Background: an optimization exercise with open tools, aiming at small area and a short achievable clock period. Do not read the settings as production practice.
Function was checked by simulation only, so behaviour that the tests miss may differ from the original.

==> inputs of v29 <==
// mod
module mod (
    input logic clk,
    input logic reset,
    input logic [15:0] samp,
    output logic pull,
    output logic pdata
);
==> flow/config.mk <==
export PLATFORM = sky130hd
export DESIGN_NAME = mod
export DESIGN_NICKNAME = mod
export VERILOG_FILES = /design/flow/design.v
export SDC_FILE = /design/flow/constraint.sdc
export NUM_CORES = 4
export LEC_CHECK = 0
export ABC_AREA = 1
export CAP_MARGIN = 20
export CORE_MARGIN = 2
export CORE_UTILIZATION = 40
export SETUP_SLACK_MARGIN = 2.95
export SLEW_MARGIN = 20
==> flow/constraint.sdc <==
create_clock -name core_clock -period 5.2 [get_ports {clk}]
set_input_delay 1.0400 -clock core_clock [delete_from_list [all_inputs] [get_ports {clk}]]
set_output_delay 1.0400 -clock core_clock [all_outputs]
set_load 0.01 [all_outputs]
standard.sh (not shown) runs the stock make flow with config.mk's settings and CLKGATE_MAP_FILE= SYNTH_SCRIPT=/design/flow/synth_recipe.tcl, a recipe that flattens the netlist after the stock synthesis.
==> flow/flow/run.sh <==
#!/bin/bash
# The standard layout (the standard.sh), but without Yosys's full-adder
# extraction (ADDER_MAP_FILE empty): ABC then maps the adders itself, into
# faster gates than the fixed sky130 fa/ha cells. Registers are unchanged.
# The port buffers are the smallest buffer cell (buffer_ports -buffer_cell).
set -euo pipefail
bash standard.sh ADDER_MAP_FILE= 'BUFFER_PORTS_ARGS=-buffer_cell sky130_fd_sc_hd__buf_1'  finish > standard_flow.log 2>&1
==> inputs of v31, as changes to v29 <==
--- a/flow/design.v
+++ b/flow/design.v
@@ -7,73 +7,73 @@
     output logic pdata
 );
     localparam logic [39:0] TH = 40'h00014CCCCC;
     logic [7:0]  cnt;
     logic [15:0] sv;
     logic [39:2] xb;
     logic [39:8] pb;
-    logic [1:0] q;
+    logic [0:0] q;
     logic [3:1] cx, cx_n;
     logic [3:1] cp, cp_n;
     logic        q_out;     
     logic        pull_r;    
-    wire [11:0] d0_0 = xb[13:2];
+    wire [13:0] d0_0 = xb[15:2];
     wire o0 = 1'b0;
-    wire [11:0] d1_0 = xb[25:14];
-    wire a1_1 = &xb[25:14];
-    wire a2_1 = &xb[25:15];
+    wire [9:0] d1_0 = xb[25:16];
+    wire a1_1 = &xb[25:16];
+    wire a2_1 = &xb[25:17];
     wire g1 = a1_1 & cx[1];
-    wire p1 = (a1_1 & !cx[1]) | (a2_1 & !xb[14] & cx[1]);
+    wire p1 = (a1_1 & !cx[1]) | (a2_1 & !xb[16] & cx[1]);
     wire o1 = g1 | (p1 & o0);
     wire [6:0] d2_0 = xb[32:26];
     wire a1_2 = &xb[32:26];
     wire a2_2 = &xb[32:27];
     wire g2 = a1_2 & cx[2];
     wire p2 = (a1_2 & !cx[2]) | (a2_2 & !xb[26] & cx[2]);
     wire o2 = g2 | (p2 & o1);
     wire [6:0] d3_0 = xb[39:33];
     wire s393_0 = (xb[39:33] >= 7'd64);
     wire s393_1 = ((xb[39:33] >= 7'd63) && (xb[39:33] <= 7'd126));
     wire s393_2 = ((xb[39:33] >= 7'd62) && (xb[39:33] <= 7'd125));
     wire y39 = (o2 ? (cx[3] ? s393_2 : s393_1) : (cx[3] ? s393_1 : s393_0));
-    wire yz1_0 = (xb[25:14] <= 12'd2047);
-    wire yz1_1 = (xb[25:14] <= 12'd2046) || (xb[25:14] == 12'd4095);
-    wire yz1_2 = (xb[25:14] <= 12'd2045) || (xb[25:14] >= 12'd4094);
+    wire yz1_0 = (xb[25:16] <= 10'd511);
+    wire yz1_1 = (xb[25:16] <= 10'd510) || (xb[25:16] == 10'd1023);
+    wire yz1_2 = (xb[25:16] <= 10'd509) || (xb[25:16] >= 10'd1022);
     wire yz2_0 = (xb[32:26] == 7'd0);
     wire yz2_1 = (xb[32:26] == 7'd127);
     wire yz2_2 = (xb[32:26] == 7'd126);
     wire yz3_0 = (xb[39:33] == 7'd0) || (xb[39:33] == 7'd64);
     wire yz3_1 = (xb[39:33] == 7'd63) || (xb[39:33] == 7'd127);
     wire yz3_2 = (xb[39:33] == 7'd62) || (xb[39:33] == 7'd126);
     wire yz = (o0 ? (cx[1] ? yz1_2 : yz1_1) : (cx[1] ? yz1_1 : yz1_0)) & (o1 ? (cx[2] ? yz2_2 : yz2_1) : (cx[2] ? yz2_1 : yz2_0)) & (o2 ? (cx[3] ? yz3_2 : yz3_1) : (cx[3] ? yz3_1 : yz3_0));
-    wire ya1_0 = (xb[25:14] >= 12'd2048);
-    wire ya1_1 = ((xb[25:14] >= 12'd2047) && (xb[25:14] <= 12'd4094));
-    wire ya1_2 = ((xb[25:14] >= 12'd2046) && (xb[25:14] <= 12'd4093));
+    wire ya1_0 = (xb[25:16] >= 10'd512);
+    wire ya1_1 = ((xb[25:16] >= 10'd511) && (xb[25:16] <= 10'd1022));
+    wire ya1_2 = ((xb[25:16] >= 10'd510) && (xb[25:16] <= 10'd1021));
     wire ya2_0 = (xb[32:26] == 7'd127);
     wire ya2_1 = (xb[32:26] == 7'd126);
     wire ya2_2 = (xb[32:26] == 7'd125);
     wire ya3_0 = (xb[39:33] == 7'd63) || (xb[39:33] == 7'd127);
     wire ya3_1 = (xb[39:33] == 7'd62) || (xb[39:33] == 7'd126);
     wire ya3_2 = (xb[39:33] == 7'd61) || (xb[39:33] == 7'd125);
     wire ya = (o0 ? (cx[1] ? ya1_2 : ya1_1) : (cx[1] ? ya1_1 : ya1_0)) & (o1 ? (cx[2] ? ya2_2 : ya2_1) : (cx[2] ? ya2_1 : ya2_0)) & (o2 ? (cx[3] ? ya3_2 : ya3_1) : (cx[3] ? ya3_1 : ya3_0));
-    wire ge1a0_0 = (xb[13:2] >= 12'd819);
-    wire ge1s1_0 = ((xb[25:14] >= 12'd1332) && (xb[25:14] <= 12'd2047)) || (xb[25:14] >= 12'd3380);
-    wire ge1e1_0 = (xb[25:14] == 12'd1331) || (xb[25:14] == 12'd3379);
-    wire ge1s1_1 = ((xb[25:14] >= 12'd1331) && (xb[25:14] <= 12'd2046)) || ((xb[25:14] >= 12'd3379) && (xb[25:14] <= 12'd4094));
-    wire ge1e1_1 = (xb[25:14] == 12'd1330) || (xb[25:14] == 12'd3378);
-    wire ge1s1_2 = ((xb[25:14] >= 12'd1330) && (xb[25:14] <= 12'd2045)) || ((xb[25:14] >= 12'd3378) && (xb[25:14] <= 12'd4093));
-    wire ge1e1_2 = (xb[25:14] == 12'd1329) || (xb[25:14] == 12'd3377);
+    wire ge1a0_0 = (xb[15:2] >= 14'd13107);
+    wire ge1s1_0 = ((xb[25:16] >= 10'd333) && (xb[25:16] <= 10'd511)) || (xb[25:16] >= 10'd845);
+    wire ge1e1_0 = (xb[25:16] == 10'd332) || (xb[25:16] == 10'd844);
+    wire ge1s1_1 = ((xb[25:16] >= 10'd332) && (xb[25:16] <= 10'd510)) || ((xb[25:16] >= 10'd844) && (xb[25:16] <= 10'd1022));
+    wire ge1e1_1 = (xb[25:16] == 10'd331) || (xb[25:16] == 10'd843);
+    wire ge1s1_2 = ((xb[25:16] >= 10'd331) && (xb[25:16] <= 10'd509)) || ((xb[25:16] >= 10'd843) && (xb[25:16] <= 10'd1021));
+    wire ge1e1_2 = (xb[25:16] == 10'd330) || (xb[25:16] == 10'd842);
     wire ge1 = ((o0 ? (cx[1] ? ge1s1_2 : ge1s1_1) : (cx[1] ? ge1s1_1 : ge1s1_0)) | ((o0 ? (cx[1] ? ge1e1_2 : ge1e1_1) : (cx[1] ? ge1e1_1 : ge1e1_0)) & ge1a0_0));
-    wire le2a0_0 = (xb[13:2] <= 12'd3276);
-    wire le2s1_0 = (xb[25:14] <= 12'd715) || ((xb[25:14] >= 12'd2048) && (xb[25:14] <= 12'd2763));
-    wire le2e1_0 = (xb[25:14] == 12'd716) || (xb[25:14] == 12'd2764);
-    wire le2s1_1 = (xb[25:14] <= 12'd714) || ((xb[25:14] >= 12'd2047) && (xb[25:14] <= 12'd2762)) || (xb[25:14] == 12'd4095);
-    wire le2e1_1 = (xb[25:14] == 12'd715) || (xb[25:14] == 12'd2763);
-    wire le2s1_2 = (xb[25:14] <= 12'd713) || ((xb[25:14] >= 12'd2046) && (xb[25:14] <= 12'd2761)) || (xb[25:14] >= 12'd4094);
-    wire le2e1_2 = (xb[25:14] == 12'd714) || (xb[25:14] == 12'd2762);
+    wire le2a0_0 = (xb[15:2] <= 14'd3276);
+    wire le2s1_0 = (xb[25:16] <= 10'd178) || ((xb[25:16] >= 10'd512) && (xb[25:16] <= 10'd690));
+    wire le2e1_0 = (xb[25:16] == 10'd179) || (xb[25:16] == 10'd691);
+    wire le2s1_1 = (xb[25:16] <= 10'd177) || ((xb[25:16] >= 10'd511) && (xb[25:16] <= 10'd689)) || (xb[25:16] == 10'd1023);
+    wire le2e1_1 = (xb[25:16] == 10'd178) || (xb[25:16] == 10'd690);
+    wire le2s1_2 = (xb[25:16] <= 10'd176) || ((xb[25:16] >= 10'd510) && (xb[25:16] <= 10'd688)) || (xb[25:16] >= 10'd1022);
+    wire le2e1_2 = (xb[25:16] == 10'd177) || (xb[25:16] == 10'd689);
     wire le2 = ((o0 ? (cx[1] ? le2s1_2 : le2s1_1) : (cx[1] ? le2s1_1 : le2s1_0)) | ((o0 ? (cx[1] ? le2e1_2 : le2e1_1) : (cx[1] ? le2e1_1 : le2e1_0)) & le2a0_0));
     wire c0 = !y39 & (!yz | ge1);
     wire c1 = !y39 & (!ya | le2);
     wire s1 = xb[10] ^ pb[10] ^ q[0];
     wire c2 = (xb[10] & pb[10]) | (xb[10] & q[0]) | (pb[10] & q[0]);
     wire s3 = xb[11] ^ pb[11] ^ q[0];
     wire c4 = (xb[11] & pb[11]) | (xb[11] & q[0]) | (pb[11] & q[0]);
@@ -129,18 +129,18 @@
     wire c54 = xb[36] & pb[36];
     wire s55 = xb[37] ^ pb[37];
     wire c56 = xb[37] & pb[37];
     wire s57 = xb[38] ^ pb[38];
     wire c58 = xb[38] & pb[38];
     wire s59 = xb[39] ^ pb[39];
     wire c60 = xb[39] & pb[39];
-    wire [12:0] xs61 = {1'b0, s7, s5, s3, s1, xb[9], xb[8], xb[7], xb[6], xb[5], xb[4], xb[3], xb[2]} + {1'b0, c6, c4, c2, 1'b0, pb[9], pb[8], q[0], q[0], 1'b0, 1'b0, q[0], q[0]} + 13'(1'b0);
-    assign cx_n[1] = xs61[12];
-    wire [12:0] xs62 = {1'b0, s31, s29, s27, s25, s23, s21, s19, s17, s15, s13, s11, s9} + {1'b0, c30, c28, c26, c24, c22, c20, c18, c16, c14, c12, c10, c8} + 13'(cx[1]);
-    assign cx_n[2] = xs62[12];
+    wire [14:0] xs61 = {1'b0, s11, s9, s7, s5, s3, s1, xb[9], xb[8], xb[7], xb[6], xb[5], xb[4], xb[3], xb[2]} + {1'b0, c10, c8, c6, c4, c2, 1'b0, pb[9], pb[8], q[0], q[0], 1'b0, 1'b0, q[0], q[0]} + 15'(1'b0);
+    assign cx_n[1] = xs61[14];
+    wire [10:0] xs62 = {1'b0, s31, s29, s27, s25, s23, s21, s19, s17, s15, s13} + {1'b0, c30, c28, c26, c24, c22, c20, c18, c16, c14, c12} + 11'(cx[1]);
+    assign cx_n[2] = xs62[10];
     wire s63 = s33 ^ c32 ^ cx[2];
     wire c64 = (s33 & c32) | (s33 & cx[2]) | (c32 & cx[2]);
     wire s65 = s35 ^ c34 ^ c64;
     wire c66 = (s35 & c34) | (s35 & c64) | (c34 & c64);
     wire s67 = s37 ^ c36 ^ c66;
     wire c68 = (s37 & c36) | (s37 & c66) | (c36 & c66);
     wire s69 = s39 ^ c38 ^ c68;
@@ -168,16 +168,16 @@
     wire c90 = (s59 & c58) | (s59 & c88) | (c58 & c88);
     wire [5:0] ps91 = {1'b0, pb[12], pb[11], pb[10], pb[9], pb[8]} + {1'b0, ~sv[4], ~sv[3], ~sv[2], ~sv[1], ~sv[0]} + 6'(1'b1);
     assign cp_n[1] = ps91[5];
     wire [4:0] ps92 = {1'b0, pb[16], pb[15], pb[14], pb[13]} + {1'b0, ~sv[8], ~sv[7], ~sv[6], ~sv[5]} + 5'(cp[1]);
     assign cp_n[2] = ps92[4];
     wire [7:0] ps93 = {1'b0, pb[23], pb[22], pb[21], pb[20], pb[19], pb[18], pb[17]} + {1'b0, ~sv[15], ~sv[14], ~sv[13], ~sv[12], ~sv[11], ~sv[10], ~sv[9]} + 8'(cp[2]);
     assign cp_n[3] = ps93[7];
-    wire inc94 = cp[3] & !(~q[1]);
-    wire dec95 = (~q[1]) & !cp[3];
+    wire inc94 = cp[3] & !(~q[0]);
+    wire dec95 = (~q[0]) & !cp[3];
     wire t96 = inc94 | dec95;
     wire s97 = pb[24] ^ t96;
     wire t98 = (inc94 & pb[24]) | (dec95 & !(pb[24]));
     wire s99 = pb[25] ^ t98;
     wire t100 = (inc94 & pb[24] & pb[25]) | (dec95 & !(pb[24] | pb[25]));
     wire s101 = pb[26] ^ t100;
     wire t102 = (inc94 & pb[24] & pb[25] & pb[26]) | (dec95 & !(pb[24] | pb[25] | pb[26]));
@@ -202,15 +202,15 @@
     wire s121 = pb[36] ^ t120;
     wire t122 = (inc94 & pb[24] & pb[25] & pb[26] & pb[27] & pb[28] & pb[29] & pb[30] & pb[31] & pb[32] & pb[33] & pb[34] & pb[35] & pb[36]) | (dec95 & !(pb[24] | pb[25] | pb[26] | pb[27] | pb[28] | pb[29] | pb[30] | pb[31] | pb[32] | pb[33] | pb[34] | pb[35] | pb[36]));
     wire s123 = pb[37] ^ t122;
     wire t124 = (inc94 & pb[24] & pb[25] & pb[26] & pb[27] & pb[28] & pb[29] & pb[30] & pb[31] & pb[32] & pb[33] & pb[34] & pb[35] & pb[36] & pb[37]) | (dec95 & !(pb[24] | pb[25] | pb[26] | pb[27] | pb[28] | pb[29] | pb[30] | pb[31] | pb[32] | pb[33] | pb[34] | pb[35] | pb[36] | pb[37]));
     wire s125 = pb[38] ^ t124;
     wire t126 = (inc94 & pb[24] & pb[25] & pb[26] & pb[27] & pb[28] & pb[29] & pb[30] & pb[31] & pb[32] & pb[33] & pb[34] & pb[35] & pb[36] & pb[37] & pb[38]) | (dec95 & !(pb[24] | pb[25] | pb[26] | pb[27] | pb[28] | pb[29] | pb[30] | pb[31] | pb[32] | pb[33] | pb[34] | pb[35] | pb[36] | pb[37] | pb[38]));
     wire s127 = pb[39] ^ t126;
-    wire [39:2] xb_n = {s89, s87, s85, s83, s81, s79, s77, s75, s73, s71, s69, s67, s65, s63, xs62[11], xs62[10], xs62[9], xs62[8], xs62[7], xs62[6], xs62[5], xs62[4], xs62[3], xs62[2], xs62[1], xs62[0], xs61[11], xs61[10], xs61[9], xs61[8], xs61[7], xs61[6], xs61[5], xs61[4], xs61[3], xs61[2], xs61[1], xs61[0]};
+    wire [39:2] xb_n = {s89, s87, s85, s83, s81, s79, s77, s75, s73, s71, s69, s67, s65, s63, xs62[9], xs62[8], xs62[7], xs62[6], xs62[5], xs62[4], xs62[3], xs62[2], xs62[1], xs62[0], xs61[13], xs61[12], xs61[11], xs61[10], xs61[9], xs61[8], xs61[7], xs61[6], xs61[5], xs61[4], xs61[3], xs61[2], xs61[1], xs61[0]};
     wire [39:8] pb_n = {s127, s125, s123, s121, s119, s117, s115, s113, s111, s109, s107, s105, s103, s101, s99, s97, ps93[6], ps93[5], ps93[4], ps93[3], ps93[2], ps93[1], ps93[0], ps92[3], ps92[2], ps92[1], ps92[0], ps91[4], ps91[3], ps91[2], ps91[1], ps91[0]};
     always_ff @(posedge clk or posedge reset) begin
         if (reset) begin
             cnt <= 8'hFF;
             pull_r <= 1'b1;
             sv  <= '0;
             xb  <= 38'h2000533332;
@@ -224,14 +224,13 @@
             pull_r <= (cnt == 8'hFE);
             if (cnt == 8'hFF) sv <= samp;
             xb  <= xb_n;
             pb  <= pb_n;
             cx  <= cx_n;
             cp  <= cp_n;
             q[0] <= q[0] ? c1 : c0;
-            q[1] <= q[1] ? c1 : c0;
             q_out <= q_out ? c1 : c0;
         end
     end
     assign pull  = pull_r;
     assign pdata = q_out;
 endmodule
--- a/flow/config.mk
+++ b/flow/config.mk
@@ -5,9 +5,9 @@
 export SDC_FILE = /design/flow/constraint.sdc
 export NUM_CORES = 4
 export LEC_CHECK = 0
 export ABC_AREA = 1
 export CAP_MARGIN = 20
 export CORE_MARGIN = 2
 export CORE_UTILIZATION = 40
-export SETUP_SLACK_MARGIN = 2.95
+export SETUP_SLACK_MARGIN = 3.1
 export SLEW_MARGIN = 20
==> inputs of v32, as changes to v29 <==
--- a/flow/config.mk
+++ b/flow/config.mk
@@ -5,9 +5,9 @@
 export SDC_FILE = /design/flow/constraint.sdc
 export NUM_CORES = 4
 export LEC_CHECK = 0
 export ABC_AREA = 1
 export CAP_MARGIN = 20
 export CORE_MARGIN = 2
 export CORE_UTILIZATION = 40
-export SETUP_SLACK_MARGIN = 2.95
+export SETUP_SLACK_MARGIN = 3.1
 export SLEW_MARGIN = 20
==> run summary <==
                                                                           v31                      v29                      v32
Run status                                             complete, no violations  complete, no violations  complete, no violations
R2R depth                                                                   12                        4                       14
Area of all placed cells without fillers                              7290 um2                 7360 um2                 7550 um2
Proportion of cell area occupied by registers                            35.8%                    35.8%                    34.9%
Share of cells above drive strength 1                                    12.8%                    9.30%                    13.1%
Met3 WL                                                                 279 um                   400 um                   386 um
Well-Tap Cells                                                             216                      220                      220
Combined global-route utilization of all metal layers                    15.0%                    16.1%                    16.1%
Met2 track demand over resource                                          25.1%                    26.3%                    26.4%
P&R area growth vs syn                                                   11.9%                    9.58%                    12.4%
Count of unique library cells instantiated by Yosys                         46                       47                       47
Ratio of final minimum period to clock period                            39.2%                    39.9%                    39.4%
Clk_skew                                                            0.00734 ns               0.00947 ns                0.0106 ns
Setup slack after placement                                            2.64 ns                  2.75 ns                  2.75 ns

-- separate check: timing with driven ports --
Ports are ideal in the flow. The routed layouts listed here were re-timed in OpenROAD.
Step 1 sets driving cells, clkbuf_16 on the clock port and buf_2 on the other inputs (assumed; they add their load-dependent delay and slew).
Step 2 also shifts input and output timing later by t, the mid clock arrival at the registers, as if the neighbouring blocks saw the same clock.
a / b / c = ideal / step 1 / step 2; a / b = the first two.
run | t, ns | setup WS [ns] | hold WS [ns]
v29 | 0.395 | 3.128 / 3.085 / 3.005 | 0.485 / 0.485 / 0.485
v31 | 0.396 | 3.161 / 3.119 / 3.189 | 0.487 / 0.487 / 0.487
v32 | 0.399 | 3.151 / 3.109 / 3.146 | 0.485 / 0.485 / 0.485
After both steps setup and hold are still met in every run listed. The setup slack of v29, which loses most, moves by -0.043 ns with the drivers and by -0.123 ns with both steps. Setup slack includes reset recovery checks.
